Source: an optimization exercise on an open RTL-to-GDS flow (aim: small area). Production flows keep margins and buffers that such runs may drop. In this exercise RTL edits were held to simulation tests only and were not proved equivalent to the original. Power figures rest on the tool's default switching activity, not on a simulated workload.

<file path="design/flow/config.mk">
export PLATFORM = sky130hd
export DESIGN_NAME = mult_mem_top
export DESIGN_NICKNAME = mult_mem_top
export VERILOG_FILES = /design/flow/design.v
export SDC_FILE = /design/flow/constraint.sdc
export NUM_CORES = 4
export LEC_CHECK = 0
export CAP_MARGIN = 20
export CORE_MARGIN = 2
export CORE_UTILIZATION = 40
export SLEW_MARGIN = 20
</file>
<file path="design/flow/constraint.sdc">
create_clock -name core_clock -period 4.5 [get_ports {clk}]
set_input_delay 0.9000 -clock core_clock [delete_from_list [all_inputs] [get_ports {clk}]]
set_output_delay 0.9000 -clock core_clock [all_outputs]
set_load 0.01 [all_outputs]
</file>
<file path="design/flow/design.v">
typedef enum logic [2:0] {
    IDLE  = 3'b000,
    WRITE = 3'b001,
    FULL =  3'b010,
    READ = 3'b011,
    DELAY = 3'b100
} state_t;
module multiplier #(    
    parameter LOGDEPTH = 6,
    parameter WIDTH = 32
) (
    input  logic                    clk, 
    input  logic                    rst,      
    input  logic                    EN_mult,  
    output logic                    EN_writeMem,  
    output logic [LOGDEPTH-1:0]     writeMem_addr,  
    input  logic [16-1:0]           mult_input0,
    input  logic [16-1:0]           mult_input1,
    (* dont_touch = "true" *) output reg [WIDTH-1:0]        writeMem_val,  
    output logic                    RDY_mult,  
    input  logic                    EN_blockRead,  
    output logic                    VALID_memVal,  
    output logic [WIDTH-1:0]        memVal_data,  
    output logic                    EN_readMem,  
    output logic [LOGDEPTH-1:0]     readMem_addr,  
    input  logic [WIDTH-1:0]        readMem_val  
);
    (* dont_touch = "true" *) state_t state, next_state;
    logic first_write;
    logic first_read;
    logic first_VALID_memVal;
    (* dont_touch = "true" *) reg [WIDTH-1: 0] product;
    logic [3:0] delay;
    logic [15:0] a_s0, b_s0;
    logic [15:0] a_s1, b_s1;   
    always_ff @(posedge clk) begin
        a_s0 <= mult_input0;
        b_s0 <= mult_input1;
    end
    logic [7:0] p00_s1, p01_s1, p02_s1, p03_s1;
    logic [7:0] p10_s1, p11_s1, p12_s1, p13_s1;
    always_ff @(posedge clk) begin
        a_s1 <= a_s0;
        b_s1 <= b_s0;
        p00_s1 <= a_s0[ 3: 0] * b_s0[ 3: 0];  
        p01_s1 <= a_s0[ 3: 0] * b_s0[ 7: 4];  
        p02_s1 <= a_s0[ 3: 0] * b_s0[11: 8];  
        p03_s1 <= a_s0[ 3: 0] * b_s0[15:12];  
        p10_s1 <= a_s0[ 7: 4] * b_s0[ 3: 0];  
        p11_s1 <= a_s0[ 7: 4] * b_s0[ 7: 4];  
        p12_s1 <= a_s0[ 7: 4] * b_s0[11: 8];  
        p13_s1 <= a_s0[ 7: 4] * b_s0[15:12];  
    end
    logic [7:0] p00, p01, p02, p03;
    logic [7:0] p10, p11, p12, p13;
    logic [7:0] p20, p21, p22, p23;
    logic [7:0] p30, p31, p32, p33;
    always_ff @(posedge clk) begin
        p00 <= p00_s1;
        p01 <= p01_s1;
        p02 <= p02_s1;
        p03 <= p03_s1;
        p10 <= p10_s1;
        p11 <= p11_s1;
        p12 <= p12_s1;
        p13 <= p13_s1;
        p20 <= a_s1[11: 8] * b_s1[ 3: 0];  
        p21 <= a_s1[11: 8] * b_s1[ 7: 4];  
        p22 <= a_s1[11: 8] * b_s1[11: 8];  
        p23 <= a_s1[11: 8] * b_s1[15:12];  
        p30 <= a_s1[15:12] * b_s1[ 3: 0];  
        p31 <= a_s1[15:12] * b_s1[ 7: 4];  
        p32 <= a_s1[15:12] * b_s1[11: 8];  
        p33 <= a_s1[15:12] * b_s1[15:12];  
    end
    logic [31:0] spp0,  spp1,  spp2,  spp3;
    logic [31:0] spp4,  spp5,  spp6,  spp7;
    logic [31:0] spp8,  spp9,  spp10, spp11;
    logic [31:0] spp12, spp13, spp14, spp15;
    logic [31:0] lvl1_0, lvl1_1, lvl1_2, lvl1_3;
    logic [31:0] lvl1_4, lvl1_5, lvl1_6, lvl1_7;
    logic [31:0] lvl2_0, lvl2_1, lvl2_2, lvl2_3;
    logic [31:0] lvl3_0, lvl3_1;
    logic [31:0] sum_comb;
    always_ff @(posedge clk) begin
        spp0  <= p00 << 0;    
        spp1  <= p01 << 4;    
        spp2  <= p02 << 8;    
        spp3  <= p03 << 12;   
        spp4  <= p10 << 4;    
        spp5  <= p11 << 8;    
        spp6  <= p12 << 12;   
        spp7  <= p13 << 16;   
        spp8  <= p20 << 8;    
        spp9  <= p21 << 12;   
        spp10 <= p22 << 16;   
        spp11 <= p23 << 20;   
        spp12 <= p30 << 12;   
        spp13 <= p31 << 16;   
        spp14 <= p32 << 20;   
        spp15 <= p33 << 24;   
    end
    always_ff @(posedge clk) begin
        lvl1_0 <= spp0  + spp1;
        lvl1_1 <= spp2  + spp3;
        lvl1_2 <= spp4  + spp5;
        lvl1_3 <= spp6  + spp7;
        lvl1_4 <= spp8  + spp9;
        lvl1_5 <= spp10 + spp11;
        lvl1_6 <= spp12 + spp13;
        lvl1_7 <= spp14 + spp15;
        lvl2_0 <= lvl1_0 + lvl1_1;
        lvl2_1 <= lvl1_2 + lvl1_3;
        lvl2_2 <= lvl1_4 + lvl1_5;
        lvl2_3 <= lvl1_6 + lvl1_7;
        lvl3_0 <= lvl2_0 + lvl2_1;
        lvl3_1 <= lvl2_2 + lvl2_3;
        sum_comb <= lvl3_0 + lvl3_1;
    end
    always_ff @(posedge clk) begin
        product <= sum_comb;
    end
    always_ff @(posedge clk) begin
        writeMem_val <= product;
    end
    always_comb begin
        memVal_data = readMem_val;   
    end
    logic                rdy_v, en_r_v, en_w_v, valid_v;
    logic [LOGDEPTH-1:0] wa_v, ra_v;
    always_ff @(posedge clk) begin
        if (rst) begin
            state = IDLE;
            next_state = IDLE;
        end
        else
            state = next_state;
        unique case (state)
            IDLE: begin
                first_write = 1'b0;  
                rdy_v = 1'b1;
                en_r_v = 1'b0;
                wa_v = 1'b0;
                en_w_v = 1'b0;
                valid_v = 1'b0; 
                delay = 4'b0;
                if (EN_mult == 1'b1) begin
                    next_state = DELAY;
                end
                else begin
                    next_state = IDLE;
                end
            end
            DELAY: begin
                if (delay > 7)
                    next_state = WRITE;
                delay = delay + 1;
            end
            WRITE: begin
                en_w_v = 1'b1;
                ra_v = 1'b0;
                valid_v = 1'b0; 
                if (wa_v < 6'd61)
                    rdy_v = 1'b1;
                else
                    rdy_v = 1'b0;
                if (wa_v <= 6'd62) begin
                    next_state = WRITE;
                    wa_v = !first_write ?  6'b0 : wa_v + 1;
                    first_write = 1'b1;
                end
                else begin
                    next_state = FULL;
                    en_w_v = 1'b0;
                    wa_v = 6'b0;
                end
            end
            FULL: begin
                rdy_v = 1'b0;
                en_w_v = 1'b0;
                wa_v = 6'b0;
                en_r_v = 1'b0;
                ra_v = 1'b0;
                first_read = 1'b0; 
                if (EN_blockRead == 1'b1) begin
                    next_state = READ;
                    en_r_v = 1'b1;
                    ra_v = 6'b0;
                end
                else 
                    next_state = FULL;
            end
            READ: begin
                if (ra_v < 6'd63) begin
                    next_state = READ;
                    en_r_v = 1'b1;
                    ra_v = ra_v + 1;
                    valid_v = 1'b1;
                    first_read = 1'b1;
                end
                else begin
                    next_state = IDLE;
                    rdy_v = 1'b1;
                    en_r_v = 1'b0;
                end
            end
            default: next_state = IDLE;
        endcase
        RDY_mult      <= rdy_v;
        EN_readMem    <= en_r_v;
        writeMem_addr <= wa_v;
        EN_writeMem   <= en_w_v;
        VALID_memVal  <= valid_v;
        readMem_addr  <= ra_v;
    end
endmodule
module registerArray #(
    parameter DEPTH = 64,
    parameter LOGDEPTH = 6,
    parameter WORDWIDTH = 16
    ) ( 
    clkA, aA, cenA, q,
    clkB, aB, cenB, d
    );
input clkA;
input clkB;
input [LOGDEPTH -1:0] aA;
input [LOGDEPTH -1:0] aB;
input cenA;
input cenB;
input [WORDWIDTH -1:0] d;
output [WORDWIDTH -1:0] q;
localparam [WORDWIDTH -1:0] ZERO_DATA = {WORDWIDTH{1'b0}};
localparam [LOGDEPTH -1:0] ZERO_ADDR = {LOGDEPTH{1'b0}};
localparam [LOGDEPTH -1:0] MAX_ADDR = {LOGDEPTH{1'b1}};
reg [WORDWIDTH -1:0] regArray [DEPTH -1:0];
reg [WORDWIDTH -1:0] rowBuffer;
always @(posedge clkA) begin
    if (~cenA) begin
        rowBuffer <= regArray[aA];
    end
end
always @(posedge clkB) begin
    if (~cenB) begin
        regArray[aB] <= d;
    end
end
assign q = rowBuffer;
endmodule: registerArray
module memory_wrapper_2port #(
    parameter DEPTH = 64,
    parameter LOGDEPTH = 6,
    parameter WIDTH = 16,
    parameter MEMTYPE = 0,
    parameter TECHNODE = 0, 
    parameter COL_MUX = 1
    ) ( 
    clkA, aA, cenA, q,
    clkB, aB, cenB, d
    );
input clkA;
input clkB;
input [LOGDEPTH -1:0] aA;
input [LOGDEPTH -1:0] aB;
input cenA;
input cenB;
input [WIDTH -1:0] d;
output [WIDTH -1:0] q;
generate
    if (MEMTYPE == 0) begin : gen_RegArr
        registerArray #( .DEPTH(DEPTH), .LOGDEPTH(LOGDEPTH), .WORDWIDTH(WIDTH)) 
            memInst ( 
                .clkA(clkA), .aA(aA), .cenA(cenA), .q(q), 
                .clkB(clkB), .aB(aB), .cenB(cenB), .d(d)
                    );
    end 
    else begin: genMemModule_Error
        $fatal("ERROR: Invalid value for parameter MEMTYPE (%d), DEPTH (%d), WIDTH (%d)", MEMTYPE, DEPTH, WIDTH);
    end
endgenerate
endmodule: memory_wrapper_2port
module mult_mem_top (
    input  logic        clk,
    input  logic        rst,
    input  logic        EN_mult,
    input  logic        EN_blockRead,
    input  logic [15:0] mult_input0,
    input  logic [15:0] mult_input1,
    output logic        RDY_mult,
    output logic        VALID_memVal,
    output logic [31:0] memVal_data
);
    logic        EN_writeMem;
    logic [5:0]  writeMem_addr;
    logic [31:0] writeMem_val;
    logic        EN_readMem;
    logic [5:0]  readMem_addr;
    logic [31:0] q;
    multiplier #(
        .WIDTH(32)
    ) multiplier_dut (
        .clk(clk),
        .rst(rst),
        .EN_mult(EN_mult),
        .EN_writeMem(EN_writeMem),
        .writeMem_addr(writeMem_addr),
        .mult_input0(mult_input0),
        .mult_input1(mult_input1),
        .writeMem_val(writeMem_val),
        .RDY_mult(RDY_mult),
        .EN_blockRead(EN_blockRead),
        .VALID_memVal(VALID_memVal),
        .memVal_data(memVal_data),
        .EN_readMem(EN_readMem),
        .readMem_addr(readMem_addr),
        .readMem_val(q)
    );
    memory_wrapper_2port #(
        .WIDTH(32)
    ) mw2p_dut (
        .clkA(clk),
        .clkB(clk),
        .aA(readMem_addr),
        .aB(writeMem_addr),
        .cenA(~EN_readMem),
        .cenB(~EN_writeMem),
        .d(writeMem_val),
        .q(q)
    );
endmodule
</file>
<file path="design/flow/run.sh">
#!/bin/bash
# synth_recipe.tcl (not shown) runs the flow's synth.tcl, then flattens the netlist and writes it again
# the make line also repeats each setting of config.mk as NAME=value (left out here)
make -C /OpenROAD-flow-scripts/flow DESIGN_CONFIG=/design/flow/config.mk WORK_HOME=/design/flow/orfs CLKGATE_MAP_FILE= SYNTH_SCRIPT=/design/flow/synth_recipe.tcl finish
</file>
==> results.yml, run 1 <==
grt:
  grt_usage: 0.177
  first_global_vias: 52084
  grt_pass1_wl_mm: 354
  antenna_found_initial: 10
  grt_max_degree: 127
  grt_overflow_total: 0
synthesis:
  synth_nets: 5935
  synth.most_common_cell: "edfxtp_1"
  async_flop_share: 0
  synth-seq-area-share: 0.726
  synth.avg_cell_area_um2: 19.3
  yosys-top-cells-count: "edfxtp_1 (2101), dfxtp_1 (715), mux4_2 (616), ha_1 (304), and2_1 (207)"
  synth_edf_count: 2101
  netlist_instances: 5516
  synth_top_cell_area_share: 0.592
  synth_area_leaders: "edfxtp_1 (59%), dfxtp_1 (13%), mux4_2 (13%), ha_1 (3.6%), fa_1 (1.5%)"
  synth.distinct_cells: 58
  dominantRegCellSynth: "edfxtp_1"
  synth_seq_cells: 2816
  synth_area_leader_cell: "edfxtp_1"
  synth-warning-count: 2
  netlist_area_um2: 107000
finish:
  drive_gt1_frac: 0.214
  synthToLayoutAreaGrowth_pct: 14.9
  nets: 6256
  finish.utilization: 0.462
  fill_cells: 21969
  fin_cells: 9590
timing:
  rsz0062_at_grt: "no"
  post-route-period-util: 0.779
  setup_violations: 0
  tightest_slew_ps: 1100
  fmax_mhz: 285
  slew_viol_final: 0
  timing.slew.headroom: 0.267
  finalCriticalPeriod_ps: 3510
  hold_violations: 0
  fin_setup_tns_ps: 0
  fin_worst_skew_ps: 71.5
power:
  clock_power_share: 0.365
  p_per_area_nw_per_um2: 534
  power_leakage_nw: 41.2
  p_comb_frac: 0.091
  p_sw_mw: 16.3
  p_seq_frac: 0.544
  netSwitchingFraction: 0.249
  p_int_mw: 49.2
  ir_drop_mv: 0.399
placement:
  gp_congestion: 0.795
  port_buffers: 69
  dp_cells: 9062
  hpwl_mm: 146
outcome:
  status: "complete, no violations"
die:
  dieHeight_um: 520
  core_area_um2: 265000
  ios: 70
  fp.dieW_um: 520
  dieArea_um2: 271000
  start_util: 0.402
  row_count: 189
clock_tree:
  post-cts-setup-buffers: 0
  clockBufferDepth: 4
  htree_levels: 5
  root_buffer: "clkbuf_16"
  numCtsBuffers: 306
  cts_num_sinks: 2816
  hold_buffers: 0
  cts.clk_slew.worst_paths_ps: 60
  insertion_delay_ps: 930
  ctsResizeCount: 0
  cts_tree: "done"
critical_path:
  arrival_ps: 4150
  cp_max_fo: 56
  critPathLaunchType: "flop"
  cp-end-kind: "flop"
  worstPathRequired_ps: 5140
  crit_type: "reg2reg"
routing:
  viasPerCell: 5.35
  via_count: 51293
  firstDrtPassIters: 5
  drc: 0
  drt_iter0_drc: 4603
  antenna_left: 0
  wl_per_cell_um: 25.2
  wirelength_mm: 242
job:
  timing.max_cap.violations: 0
hold_path:
  worst_hold_path_type: "reg2reg"
==> metrics by stage <==
stage	hold WS (ps)	total power, mW	setup WS [ps]	cell area [um^2]
finish	294	65.5	995	123000
global route	316	68.2	726	123000
CTS	305	66.2	950	122000
detailed placement	312	42.3	977	113000
global placement	310	41.9	959	113000
floorplan	310	39.1	894	107000
==> worst max-delay path, cell delays in order, from the launching register on <==
cell and delay [ps]:
edfxtp_1 350, buf_4 200, buf_12 390, buf_12 380, mux4_2 560, mux4_2 520
a22oi_1 550, nand2_1 130
==> final timing paths <==
kind	slack, ps	endpoint	cells past startpoint	from
hold reg to reg	290	multiplier_dut.writeMem_val[12]	0	multiplier_dut.product[12]
setup / recovery	990	mw2p_dut.gen_RegArr.memInst.rowBuffer[8]	7	multiplier_dut.readMem_addr[0]
hold / removal	290	multiplier_dut.writeMem_val[12]	0	multiplier_dut.product[12]
setup reg to reg	990	mw2p_dut.gen_RegArr.memInst.rowBuffer[8]	7	multiplier_dut.readMem_addr[0]
==> metal layers <==
metal	wire (um)	track usage	up-vias
met5	13	0	-
met4	5200	0.0435	2
met3	16900	0.0346	391
met2	118000	0.293	1728
met1	102000	0.242	26822
li1	-	-	22350
==> logic make-up (layout without fill, tap and decap cells) <==
family                     after synthesis  in the layout  share of synthesized area
AOI/OAI and AO/OA                      452            452                     0.0273
xor gates and xnor gates               214            214                     0.0176
adders and majority gates              383            383                     0.0505
buffers and inverters                  336            876                     0.0136
DFF                                   2816           2816                      0.726
muxes                                  647            647                      0.133
other                                    0              1                          0
and+or+nand+nor                        668            668                     0.0322
==> final cells by class <==
type,count,area [um^2],area share
antenna,1,2.50,0.0000204
clock buffer,389,8290,0.0677
clock inverter,138,1290,0.0105
inverter,140,526,0.00429
multi-input combinational,2364,28300,0.231
sequential,2816,77500,0.633
tap,3533,4420,0.0361
timing repair buffer,209,2180,0.0178
==> state kept, by name, indices dropped and copies added (netlist names), 12 cells and up <==
signal                                 flops
multiplier_dut.product                    32
multiplier_dut.lvl1_1                     13
multiplier_dut.lvl1_3                     13
mw2p_dut.gen_RegArr.memInst.rowBuffer     32
multiplier_dut.lvl1_0                     13
multiplier_dut.lvl1_5                     13
mw2p_dut.gen_RegArr.memInst.regArray    2048
multiplier_dut.lvl2_2                     22
multiplier_dut.lvl3_0                     27
multiplier_dut.lvl1_6                     13
multiplier_dut.lvl2_1                     22
multiplier_dut.b_s0                       16
multiplier_dut.b_s1                       16
multiplier_dut.lvl3_1                     24
multiplier_dut.writeMem_val               32
multiplier_dut.sum_comb                   32
multiplier_dut.lvl2_3                     20
multiplier_dut.lvl1_2                     13
multiplier_dut.a_s0                       16
multiplier_dut.lvl1_4                     13
multiplier_dut.lvl2_0                     22
multiplier_dut.lvl1_7                     12
==> placed cells by master (no fill, tap or decap), types with 58 or more instances in the layout <==
master and count:
edfxtp_1 2101, dfxtp_1 683, mux4_2 616, clkbuf_16 313, ha_1 304, and2_1 207
xnor2_1 164, inv_1 140, a21oi_1 138, nand2_1 135, buf_4 104, nor2_1 86
fa_1 79, clkdlybuf4s50_1 69, nor2_4 61, a21o_1 60, clkbuf_1 58
==> power by group through the flow <==
stage / Clock, mW / Sequential [mW] / Combinational, mW
after global placement: 0 / 36.0 / 5.92
after floorplan: 0 / 34.8 / 4.29
after CTS: 24.4 / 35.7 / 6.05
final: 23.9 / 35.6 / 5.96
after detailed placement: 0 / 36.3 / 6.01
after global routing: 25.4 / 36.1 / 6.69
==> run 2, diff against run 1 <==
==> design/flow/design.v (replaced) <==
module mult_mem_top (
    input  logic        clk,
    input  logic        rst,
    input  logic        EN_mult,
    input  logic        EN_blockRead,
    input  logic [15:0] mult_input0,
    input  logic [15:0] mult_input1,
    output logic        RDY_mult,
    output logic        VALID_memVal,
    output logic [31:0] memVal_data
);
    localparam logic [1:0] S_IDLE = 2'd0, S_CAP = 2'd1, S_FULL = 2'd2, S_READ = 2'd3;
    logic [1:0]  st;
    logic [6:0]  cnt;      
    logic [2:0]  rot;      
    logic [2:0]  tsel;     
    logic [31:0] prod;
    assign prod = mult_input0 * mult_input1;
    logic idle, start, push, chain;
    assign idle  = rst || (st == S_IDLE);
    assign start = idle && EN_mult;
    assign push  = !idle && (st == S_CAP) && !cnt[6];
    assign chain = push || ((st == S_READ) && (cnt != 7'd0) && (rot == 3'd0));
    always_ff @(posedge clk) begin
        if (idle) begin
            RDY_mult     <= 1'b1;
            VALID_memVal <= 1'b0;
            cnt          <= 7'd0;
            st           <= EN_mult ? S_CAP : S_IDLE;
        end else begin
            case (st)
                S_CAP: begin
                    cnt <= cnt + 7'd1;
                    if (cnt == 7'd71) RDY_mult <= 1'b0;
                    if (cnt == 7'd73) st <= S_FULL;
                end
                S_FULL: begin
                    cnt <= 7'd0;
                    if (EN_blockRead) begin
                        st   <= S_READ;
                        tsel <= rot + 3'd1;
                    end
                end
                default: begin  
                    VALID_memVal <= 1'b1;
                    cnt <= cnt + 7'd1;
                    if (cnt == 7'd63) begin
                        RDY_mult <= 1'b1;
                        st       <= S_IDLE;
                    end
                end
            endcase
        end
    end
    always_ff @(posedge clk) begin
        if (start)      rot <= 3'd0;
        else if (!chain) rot <= rot + 3'd1;
    end
    logic [63:0][31:0] m;
    always_ff @(posedge clk) begin
        for (int g = 0; g < 8; g++) begin
            for (int j = 1; j < 8; j++)
                m[8*g+j] <= m[8*g+j-1];
        end
        m[0] <= push ? prod : m[7];
        for (int g = 1; g < 8; g++)
            m[8*g] <= chain ? m[8*g-1] : m[8*g+7];
    end
    assign memVal_data = m[{3'd7, tsel}];
endmodule
==> run 2 against run 1 <==
  * The layout now fails its checks (setup timing)
  * Clock power fell by 38%
  * Combinational power rose to 3.0 times the previous value
  * First-iteration DRC count fell by 79%
  * Sequential share of layout area fell by 1.5 points
  * Final area fell by 45%
  * Hold slack improved by 17 ps
  * Via count fell by 52%
  * Largest cell class unchanged
  * Final cell count fell by 38%
  * Wire length fell by 66%
  * Critical path type is now in2reg
  * Clock-buffer cell count fell by 132
==> results.yml, run 2 <==
outcome:
  status: "failed layout checks"
  so_faults: "setup timing"
grt:
  use_met3: 0.0230
  grt_use_met1: 0.167
  grt_max_degree: 61
  grt_usage: 0.119
  grt_pass1_wl_mm: 136
  top_usage_layer: "met2"
  grt_overflow_total: 0
  antenna_found_initial: 1
  met2_usage: 0.185
  first_global_vias: 25658
finish:
  regArea_um2: 41400
  largest_register_ffs: 2048
  multiInputGateArea_um2: 13500
  top_register: "m"
  drive_gt1_frac: 0.263
  final_area_um2: 67000
  final_common_cell: "dfxtp_1"
  synthToLayoutAreaGrowth_pct: 21.2
  fill_cells: 11691
  nets: 4326
  fin_cells: 5918
  reg_top3: "m x2048, cnt x7"
  layout_common_cells: "dfxtp_1 (2060), mux2_2 (256), inv_1 (200), buf_4 (188), clkbuf_16 (177)"
critical_path:
  worstPathCellList: "buf_12 -> buf_12 -> buf_6 -> and2_4 -> fa_1 -> fa_1 -> fa_1 -> fa_1 -> fa_1 -> inv_2 -> fa_1 -> inv_2 -> ha_4 -> buf_6 -> buf_4 -> a21o_2 -> a21oi_2 -> o22a_1 -> o31ai_4 -> mux2_4"
  arrival_ps: 6190
  critPathLaunchType: "input pin"
  cpPeakStageDelay_ps: 580
  cp-end-kind: "flop"
  worstPathRequired_ps: 5120
  cpMostUsedCell: "fa_1"
  worst_path_max_delay_cell: "fa_1"
  cp_max_fo: 5
  crit_type: "in2reg"
timing:
  tightest_slew_ps: 778
  timing.slew.headroom: 0.479
  finalCriticalPeriod_ps: 5570
  setup_violations: 24
  fmax_mhz: 179
  fin_worst_skew_ps: 19.4
  rsz0062_at_grt: "yes"
  slew_viol_final: 0
  post-route-period-util: 1.24
  fin_ws_ps: -1070
  fin_setup_tns_ps: -20430
  hold_violations: 0
die:
  start_util: 0.403
  row_count: 136
  dieHeight_um: 376
  core_area_um2: 137000
  dieArea_um2: 141000
  fp.dieW_um: 376
  ios: 70
hold_path:
  worst_hold_path_type: "reg2reg"
synthesis:
  synth.avg_cell_area_um2: 15.5
  synth_seq_cells: 2065
  synth.distinct_cells: 67
  synth_area_leaders: "dfxtp_1 (75%), fa_1 (7.0%), mux2_2 (5.2%), mux4_2 (2.6%), ha_1 (2.6%)"
  async_flop_share: 0
  netlist_area_um2: 55300
  synth_edf_count: 5
  synth-warning-count: 1
  synth-seq-area-share: 0.748
  yosys-top-cells-count: "dfxtp_1 (2060), mux2_2 (256), inv_1 (233), nand2_1 (205), fa_1 (194)"
  netlist_instances: 3565
  synth_nets: 3908
  dominantRegCellSynth: "dfxtp_1"
  synth_top_cell_area_share: 0.745
  synth_area_leader_cell: "dfxtp_1"
  synth.most_common_cell: "dfxtp_1"
clock_tree:
  hold_buffers: 0
  insertion_delay_ps: 740
  clockBufferDepth: 3
  cts_num_sinks: 2065
  numCtsBuffers: 173
  cts_tree: "done"
  cts.clk_slew.worst_paths_ps: 60
  htree_levels: 4
  root_buffer: "clkbuf_16"
routing:
  via_count: 24839
  wirelength_mm: 82.8
  viasPerCell: 4.20
  drc: 0
  antenna_left: 0
  drt_iter0_drc: 967
  firstDrtPassIters: 7
  wl_per_cell_um: 14.0
placement:
  port_buffers: 69
  pre_cts_ws_ps: -2310
  hpwl_mm: 53.8
  dp_cells: 5538
  post_dp_cell_area_um2: 59700
  gp_congestion: 0.826
power:
  ir_drop_mv: 1.26
  p_per_area_nw_per_um2: 794
  power_leakage_nw: 28.3
job:
  timing.max_cap.violations: 0
run 2: cell types whose count changed after synthesis, moves of 147 or more:
| cell | before | now |
|---|---|---|
| xnor2_1 | 164 | 17 |
| mux4_2 | 616 | 64 |
| edfxtp_1 | 2101 | 5 |
| ha_1 | 304 | 113 |
| mux2_2 | 0 | 256 |
| dfxtp_1 | 715 | 2060 |
run 2: cells by family (layout without fill, tap and decap cells):
| kind of cell | Yosys count | count (layout) | share of synthesized area |
|---|---|---|---|
| fa+ha+maj | 307 | 307 | 0.0957 |
| compound gates | 128 | 128 | 0.0152 |
| flops | 2065 | 2065 | 0.748 |
| buf+inv | 323 | 881 | 0.0233 |
| other cells | 0 | 1 | 0 |
| simple gates | 387 | 387 | 0.0339 |
| xor+xnor | 32 | 32 | 0.00507 |
| mux | 323 | 323 | 0.0788 |
run 2: area by class of cell:
cell class | instances | share of cell area
sequential | 2065 | 0.617
multi-input combinational | 1177 | 0.201
clock buffer | 257 | 0.0758
timing repair buffer | 333 | 0.0475
tap | 1794 | 0.0335
inverter | 233 | 0.0130
clock inverter | 58 | 0.0114
antenna | 1 | 0.0000373
run 2: final timing paths:
kind | startpoint | to | slack, ps | depth (start not counted)
setup / recovery | mult_input0[6] | m[29] | -1070 | 20
hold reg to reg | m[33] | m[65] | 310 | 0
setup reg to reg | st[0] | m[1804] | 2070 | 6
hold / removal | m[33] | m[65] | 310 | 0
run 2: stage by stage:
step,utilization,power [mW],hold slack (ps)
after floorplan,-,29.2,310
after global placement,0.435,35.5,310
after detailed placement,0.435,35.6,312
after CTS,0.486,52.8,309
after global routing,0.488,56.2,314
final,0.488,53.2,311
run 2: timing repair:
item / in CTS / in global routing
hold endpoints to repair: 0 / 0
cloned: 6 / 0
gates resized for setup: 284 / 111
pin swaps: 116 / 104
setup endpoints to repair: 26 / 24
buffers inserted: 49 / 21
run 2: power by group:
group,internal (mW),switching (mW)
registers,19.9,0.437
logic,9.07,8.96
clock network,8.61,6.17
run 2: critical path, delay by kind of cell:
kind	cells	cell delay, ps
fa+ha+maj	7	3390
buf+inv	7	740
compound gates	4	740
mux	1	290
simple gates	1	140
run 2: layer usage:
layer	wire length [um]	vias to the layer above
li1	-	12267
met1	41500	12077
met2	36700	362
met3	2740	133
met4	1830	0
met5	0	-

[afterwards: timing with drivers on the ports]
The flow's constraints put no driver on any port. The routed layouts listed below were extracted and timed again, unchanged, in two steps. Step 1: set_driving_cell puts a clkbuf_16 on clk and a buf_2 on each other input, an assumption about the parent block. Step 2 also shifts input and output timing later by t, the mid clock arrival at the registers, as if the neighbouring blocks saw the same clock. Three values: ideal ports, drivers, drivers and shift; two values: the first two.
run	t (ns)	setup WS [ns]	worst hold slack (ns)	worst register clock-pin slew, ns	worst data-port slew with drivers (ns)
run 1	0.987	0.995 / 0.995 / 0.995	0.294 / 0.294 / 0.294	0.07 / 0.07	0.09
run 2	0.791	-1.072 / -1.054 / -1.845	0.311 / 0.311 / 0.311	0.07 / 0.07	0.06
For run 2, which loses most, drivers alone change the setup slack by +0.018 ns; drivers and shift together by -0.773 ns.
